This is an optimization exercise on Yosys and OpenROAD, whose aim is small area, not a production implementation. The RTL was checked by simulation tests, not by an equivalence proof against the original design. No activity file was given, so power comes from the tool's default toggle rates.

==> raven <==
==> flow/design.v <==
`timescale 1ns / 1ps
module divFreq(clk, rst, clk_out, tick);
input clk;
input rst;
output reg clk_out;
output tick;
parameter freq = 100000000;
parameter freq_out = 30;
localparam max_count = freq/(2*freq_out);
reg [$clog2(max_count+1)-1:0] count;
assign tick = (count == max_count) && !clk_out;
always @(posedge clk) begin
	if (rst) begin
		count <= 0;
		clk_out <= 1'b0;
	end else if (count == max_count) begin
		clk_out <= ~clk_out;
		count <= 0;
	end else
		count <= count + 1'b1;
end
endmodule
`timescale 1ns / 1ps
module rom_module(clk, rst, data, enable, sel, selec);
input clk;
input rst;
input [1:0] sel;
input selec;
output [8:0] data;
output enable;
wire tick;
divFreq #(.freq(240), .freq_out(30)) d1(clk, rst, enable, tick);
reg started;
always @(posedge clk)
	if (rst) started <= 1'b0;
	else if (tick) started <= 1'b1;
reg [5:0] aA, aB;
reg [4:0] cA, cB;
wire zA = (cA == 5'd0);
wire zB = (cB == 5'd0);
always @(posedge clk) begin
	if (rst) begin
		aA <= 6'd63; cA <= 5'd0;
	end else if (tick) begin
		if (zA && aA == 6'd45) aA <= 6'd63;
		else if (cA == 5'd18) begin aA <= aA - 6'd17; cA <= 5'd0; end
		else begin aA <= aA + 1'b1; cA <= cA + 1'b1; end
	end
end
always @(posedge clk) begin
	if (rst) begin
		aB <= 6'd63; cB <= 5'd0;
	end else if (tick) begin
		if (zB && aB == 6'd39) aB <= 6'd63;
		else if (cB == 5'd18) begin aB <= aB - 6'd17; cB <= 5'd0; end
		else begin aB <= aB + 1'b1; cB <= cB + 1'b1; end
	end
end
reg [4:0] f1, f2, f3;
always @(posedge clk) begin
	if (rst) begin
		f1 <= 5'd0; f2 <= 5'd0; f3 <= 5'd0;
	end else if (tick) begin
		f1 <= (f1 == 5'd20) ? 5'd0 : f1 + 1'b1;
		f2 <= (f2 == 5'd18) ? 5'd0 : f2 + 1'b1;
		f3 <= (f3 == 5'd16) ? 5'd0 : f3 + 1'b1;
	end
end
wire nB = (sel == 2'b01);
wire [5:0] ma = nB ? aB : aA;
wire mz = nB ? zB : zA;
reg [8:0] mq;
always @* begin
	case (ma)
		6'd0: mq = 9'h038;
		6'd1: mq = 9'h00E;
		6'd2: mq = 9'h001;
		6'd11: mq = 9'h150;  
		6'd12: mq = 9'h172;  
		6'd13: mq = 9'h169;  
		6'd14: mq = 9'h16D;  
		6'd15: mq = 9'h165;  
		6'd16: mq = 9'h172;  
		6'd17: mq = 9'h16F;  
		6'd19: mq = 9'h153;  
		6'd20: mq = 9'h165;  
		6'd21: mq = 9'h167;  
		6'd22: mq = 9'h175;  
		6'd23: mq = 9'h16E;  
		6'd24: mq = 9'h164;  
		6'd25: mq = 9'h16F;  
		6'd27: mq = 9'h154;  
		6'd28: mq = 9'h165;  
		6'd29: mq = 9'h172;  
		6'd30: mq = 9'h163;  
		6'd31: mq = 9'h165;  
		6'd32: mq = 9'h172;  
		6'd33: mq = 9'h16F;  
		6'd35, 6'd36, 6'd37, 6'd38: mq = 9'h123;  
		6'd39: mq = nB ? 9'h123 : 9'h120;
		6'd47: mq = nB ? 9'h120 : 9'h000;
		6'd3, 6'd4, 6'd5, 6'd6, 6'd7, 6'd8, 6'd9, 6'd10, 6'd18, 6'd26, 6'd34,
		6'd40, 6'd41, 6'd42, 6'd43, 6'd44, 6'd45, 6'd46: mq = 9'h120;
		default: mq = 9'h000;
	endcase
end
wire [8:0] mword = mz ? ((ma == 6'd63) ? 9'h120 : 9'h001) : mq;
wire [4:0] fc = (sel == 2'b00) ? f1 : (sel == 2'b01) ? f2 : f3;
reg [8:0] fq;
always @* begin
	case (fc)
		5'd0: fq = 9'h001;
		5'd1: fq = 9'h038;
		5'd2: fq = 9'h00E;
		5'd3: fq = 9'h001;
		5'd4: fq = 9'h141;  
		5'd5: fq = 9'h172;  
		5'd6: fq = 9'h172;  
		5'd7: fq = 9'h169;  
		5'd8: fq = 9'h162;  
		5'd9: fq = 9'h161;  
		5'd10: fq = 9'h120;
		5'd11: fq = 9'h0C0;
		5'd12: fq = 9'h141;  
		5'd13: fq = 9'h162;  
		5'd14: fq = 9'h161;  
		5'd15: fq = 9'h16A;  
		5'd16: fq = 9'h16F;  
		5'd17: fq = 9'h120;
		5'd18, 5'd19, 5'd20: fq = 9'h123;  
		default: fq = 9'h000;
	endcase
end
assign data = started ? (selec ? fq : mword) : 9'h000;
endmodule
==> flow/run.sh <==
#!/bin/bash
# synth_recipe.tcl (not shown) runs the flow's synth.tcl, then flattens the netlist and writes it again
# the make line also repeats each setting of config.mk as NAME=value (left out here)
make -C /OpenROAD-flow-scripts/flow DESIGN_CONFIG=/design/flow/config.mk WORK_HOME=/design/flow/orfs CLKGATE_MAP_FILE= SYNTH_SCRIPT=/design/flow/synth_recipe.tcl finish
==> flow/config.mk <==
export PLATFORM = sky130hd
export DESIGN_NAME = rom_module
export DESIGN_NICKNAME = rom_module
export VERILOG_FILES = /design/flow/design.v
export SDC_FILE = /design/flow/constraint.sdc
export NUM_CORES = 4
export LEC_CHECK = 0
export ABC_AREA = 1
export CAP_MARGIN = 20
export CORE_MARGIN = 2
export CORE_UTILIZATION = 40
export SLEW_MARGIN = 20
==> flow/constraint.sdc <==
create_clock -name core_clock -period 8.0 [get_ports {clk}]
set_input_delay 1.6000 -clock core_clock [delete_from_list [all_inputs] [get_ports {clk}]]
set_output_delay 1.6000 -clock core_clock [all_outputs]
set_load 0.01 [all_outputs]
==> inputs of fjord, as changes to raven <==
==> flow/design.v, changed modules only <==
module rom_module(clk, rst, data, enable, sel, selec);
input clk;
input rst;
input [1:0] sel;
input selec;
output [8:0] data;
output enable;
wire tick;
divFreq #(.freq(240), .freq_out(30)) d1(clk, rst, enable, tick);
reg started;
always @(posedge clk)
	if (rst) started <= 1'b0;
	else if (tick) started <= 1'b1;
reg [5:0] aA;
reg [4:0] cA;
wire zA = (cA == 5'd0);
always @(posedge clk) begin
	if (rst) begin
		aA <= 6'd0; cA <= 5'd0;
	end else if (tick) begin
		if (zA) begin
			if (aA == 6'd46) aA <= 6'd0;
			else cA <= 5'd1;
		end else if (cA == 5'd30) begin
			aA <= aA - 6'd16; cA <= 5'd0;
		end else begin
			aA <= aA + 1'b1; cA <= {cA[3:0], ~(cA[4] ^ cA[2])};
		end
	end
end
reg [5:0] aB;
reg [4:0] cB;
wire zB = (cB == 5'd0);
always @(posedge clk) begin
	if (rst) begin
		aB <= 6'd0; cB <= 5'd0;
	end else if (tick) begin
		if (zB) begin
			if (aB == 6'd40) aB <= 6'd0;
			else cB <= 5'd1;
		end else if (cB == 5'd30) begin
			aB <= aB - 6'd16; cB <= 5'd0;
		end else begin
			aB <= aB + 1'b1; cB <= {cB[3:0], ~(cB[4] ^ cB[2])};
		end
	end
end
wire nB = (sel == 2'b01);
wire [5:0] ma = nB ? aB : aA;
wire mz = nB ? zB : zA;
wire m0 = (ma == 6'd0);
reg [8:0] mq;
always @* begin
	case (ma)
		6'd0: mq = 9'h038;
		6'd1: mq = 9'h00E;
		6'd2: mq = 9'h001;
		6'd3: mq = 9'h120;
		6'd4: mq = 9'h120;
		6'd5: mq = 9'h120;
		6'd6: mq = 9'h120;
		6'd7: mq = 9'h120;
		6'd8: mq = 9'h120;
		6'd9: mq = 9'h120;
		6'd10: mq = 9'h120;
		6'd11: mq = 9'h150;
		6'd12: mq = 9'h172;
		6'd13: mq = 9'h169;
		6'd14: mq = 9'h16D;
		6'd15: mq = 9'h165;
		6'd16: mq = 9'h172;
		6'd17: mq = 9'h16F;
		6'd18: mq = 9'h120;
		6'd19: mq = 9'h153;
		6'd20: mq = 9'h165;
		6'd21: mq = 9'h167;
		6'd22: mq = 9'h175;
		6'd23: mq = 9'h16E;
		6'd24: mq = 9'h164;
		6'd25: mq = 9'h16F;
		6'd26: mq = 9'h120;
		6'd27: mq = 9'h154;
		6'd28: mq = 9'h165;
		6'd29: mq = 9'h172;
		6'd30: mq = 9'h163;
		6'd31: mq = 9'h165;
		6'd32: mq = 9'h172;
		6'd33: mq = 9'h16F;
		6'd34: mq = 9'h120;
		6'd35: mq = 9'h123;
		6'd36: mq = 9'h123;
		6'd37: mq = 9'h123;
		6'd38: mq = 9'h123;
		6'd39: mq = nB ? 9'h123 : 9'h120;
		6'd40: mq = 9'h120;
		6'd41: mq = 9'h120;
		6'd42: mq = 9'h120;
		6'd43: mq = 9'h120;
		6'd44: mq = 9'h120;
		6'd45: mq = 9'h120;
		6'd46: mq = 9'h120;
		6'd47: mq = nB ? 9'h120 : 9'h000;
		default: mq = 9'h000;
	endcase
end
wire [8:0] mword = mz ? (m0 ? 9'h120 : 9'h001) : mq;
reg [4:0] f1, f2, f3;
always @(posedge clk) begin
	if (rst) begin
		f1 <= 5'd0; f2 <= 5'd0; f3 <= 5'd0;
	end else if (tick) begin
		f1 <= (f1 == 5'd27) ? 5'd0 : {f1[3:0], ~(f1[4] ^ f1[2])};
		f2 <= (f2 == 5'd30) ? 5'd0 : {f2[3:0], ~(f2[4] ^ f2[2])};
		f3 <= (f3 == 5'd23) ? 5'd0 : {f3[3:0], ~(f3[4] ^ f3[2])};
	end
end
wire [4:0] fc = (sel == 2'b00) ? f1 : (sel == 2'b01) ? f2 : f3;
reg [8:0] fq;
always @* begin
	case (fc)
		5'd0: fq = 9'h001;
		5'd1: fq = 9'h038;
		5'd3: fq = 9'h00E;
		5'd7: fq = 9'h001;
		5'd14: fq = 9'h141;
		5'd28: fq = 9'h172;
		5'd25: fq = 9'h172;
		5'd18: fq = 9'h169;
		5'd4: fq = 9'h162;
		5'd8: fq = 9'h161;
		5'd17: fq = 9'h120;
		5'd2: fq = 9'h0C0;
		5'd5: fq = 9'h141;
		5'd10: fq = 9'h162;
		5'd21: fq = 9'h161;
		5'd11: fq = 9'h16A;
		5'd23: fq = 9'h16F;
		5'd15: fq = 9'h120;
		5'd30: fq = 9'h123;
		5'd29: fq = 9'h123;
		5'd27: fq = 9'h123;
		default: fq = 9'h000;
	endcase
end
assign data = started ? (selec ? fq : mword) : 9'h000;
endmodule
==> flow/flow/run.sh (new file) <==
#!/bin/bash
# Own layout flow: the standard layout (standard.sh) with three changes:
#  - synthesis maps the logic with a stronger area script for ABC
#    (flow/abc_area.script) in place of ORFS's abc_area.script;
#  - synthesis leaves half/full adders to ABC instead of extracting them
#    into fixed adder cells first;
#  - the port buffers are the smallest buffer, sky130_fd_sc_hd__buf_1;
#  - clock tree synthesis adds no dummy loads to balance the tree.
# Registers, their names and cells come from the standard synthesis; the
# rest of the layout is the standard flow. Each tool's full output is in
# orfs/logs/ and the whole run's output in flow_run.log.
set -euo pipefail
W=$(pwd)
cat > "$W/own_synth.tcl" <<EOT
proc abc {args} {
  set i [lsearch -exact \$args -script]
  if {\$i >= 0} { lset args [expr {\$i + 1}] {$W/flow/abc_area.script} }
  yosys abc {*}\$args
}
proc extract_fa {args} {}
source {$W/synth_recipe.tcl}
EOT
bash "$W/standard.sh" SYNTH_SCRIPT="$W/own_synth.tcl" \
  BUFFER_PORTS_ARGS="-buffer_cell sky130_fd_sc_hd__buf_1" \
  CTS_ARGS="-sink_clustering_enable -repair_clock_nets -dont_use_dummy_load -buf_list sky130_fd_sc_hd__clkbuf_4 -sink_clustering_size 10" finish > "$W/flow_run.log" 2>&1
==> flow/flow/abc_area.script (new file) <==
strash
&get -n
&deepsyn -J 50 -T 120
&dch -f
&nf -p -R 1000 -F 8 -C 32
&put
==> flow/standard.sh (new file) <==
#!/bin/bash
# synth_recipe.tcl (not shown) runs the flow's synth.tcl, then flattens the netlist and writes it again
# the make line also repeats each setting of config.mk as NAME=value (left out here)
make -C /OpenROAD-flow-scripts/flow DESIGN_CONFIG=/design/flow/config.mk WORK_HOME=/design/flow/orfs CLKGATE_MAP_FILE= SYNTH_SCRIPT=/design/flow/synth_recipe.tcl "${@:-finish}"
removed: flow/run.sh
==> impl_metrics.yaml <==
synthesis:
  synthSimpleGateAreaFrac_pct: 27.19
  syn-cell-area_mm2: 0.002255
  synth_most_common_cell: "dfxtp_1"
clocking:
  cts_root_buf: "clkbuf_4"
grt:
  grt_max_degree: 19
  gr-usage-met1_pct: 24.81
pwr:
  powerDensity_mw_per_mm2: 177.7
  p_sw_share_pct: 32.60
  seq_power_mw: 0.244
  p_switching_mw: 0.1423
drt:
  wl_per_cell_um: 14.27
worst_setup_path:
  r2r_setup_slack_ns: 5.82
  r2r_end: "aA[5]"
  crit_buf_inv: 3
final_layout:
  final_core_utilization_pct: 44.90
  layout_common_cells: "dfxtp_1, nor2_1, nand2_1, a22o_1, a21oi_1"
timing:
  post-route-period-util_pct: 80.13
outcome:
  status: "no timing/DRC/antenna violations"
# the run above: fjord

==> impl_metrics.yaml <==
outcome:
  status: "no timing/DRC/antenna violations"
pwr:
  powerDensity_mw_per_mm2: 128.2
  seq_power_mw: 0.226
  p_sw_share_pct: 34.38
  p_switching_mw: 0.1674
final_layout:
  layout_common_cells: "nand2_1, inv_1, nor2_1, dfxtp_1, nand3_1"
  sh_seq_area_pct: 22.14
grt:
  grt_max_degree: 24
  gr-usage-met1_pct: 24.91
timing:
  post-route-period-util_pct: 76.79
worst_setup_path:
  crit_buf_inv: 4
  r2r_end: "cB[3]"
  r2r_setup_slack_ns: 5.23
synthesis:
  synthSimpleGateAreaFrac_pct: 38.19
  synth_most_common_cell: "nand2_1"
drt:
  wl_per_cell_um: 12.56
# the run above: raven

[re-timing with driven ports]
In the flow no input, the clock included, has a driving cell. The finished layouts below were timed again as built, in two steps.
Step 1 (the two cells are an assumption about what drives the block):
set clk [get_ports {clk}]
set_driving_cell -lib_cell sky130_fd_sc_hd__clkbuf_16 $clk
set_driving_cell -lib_cell sky130_fd_sc_hd__buf_2 [delete_from_list [all_inputs] $clk]
Step 2 also shifts input and output timing later by t, the mid clock arrival at the registers, as if the neighbouring blocks saw the same clock.
Slacks: ideal / step 1 / step 2; pairs: ideal / step 1.
| run | shift t [ns] | slack for setup (ns) | clock arrival spread, ns |
|---|---|---|---|
| raven | 0.323 | 1.857 / 1.803 / 1.803 | 0.010 / 0.010 |
| fjord | 0.357 | 1.590 / 1.565 / 1.565 | 0.019 / 0.019 |
After both steps setup and hold are still met in every run listed. For raven, which loses most, drivers alone change the setup slack by -0.054 ns; drivers and shift together by -0.054 ns.
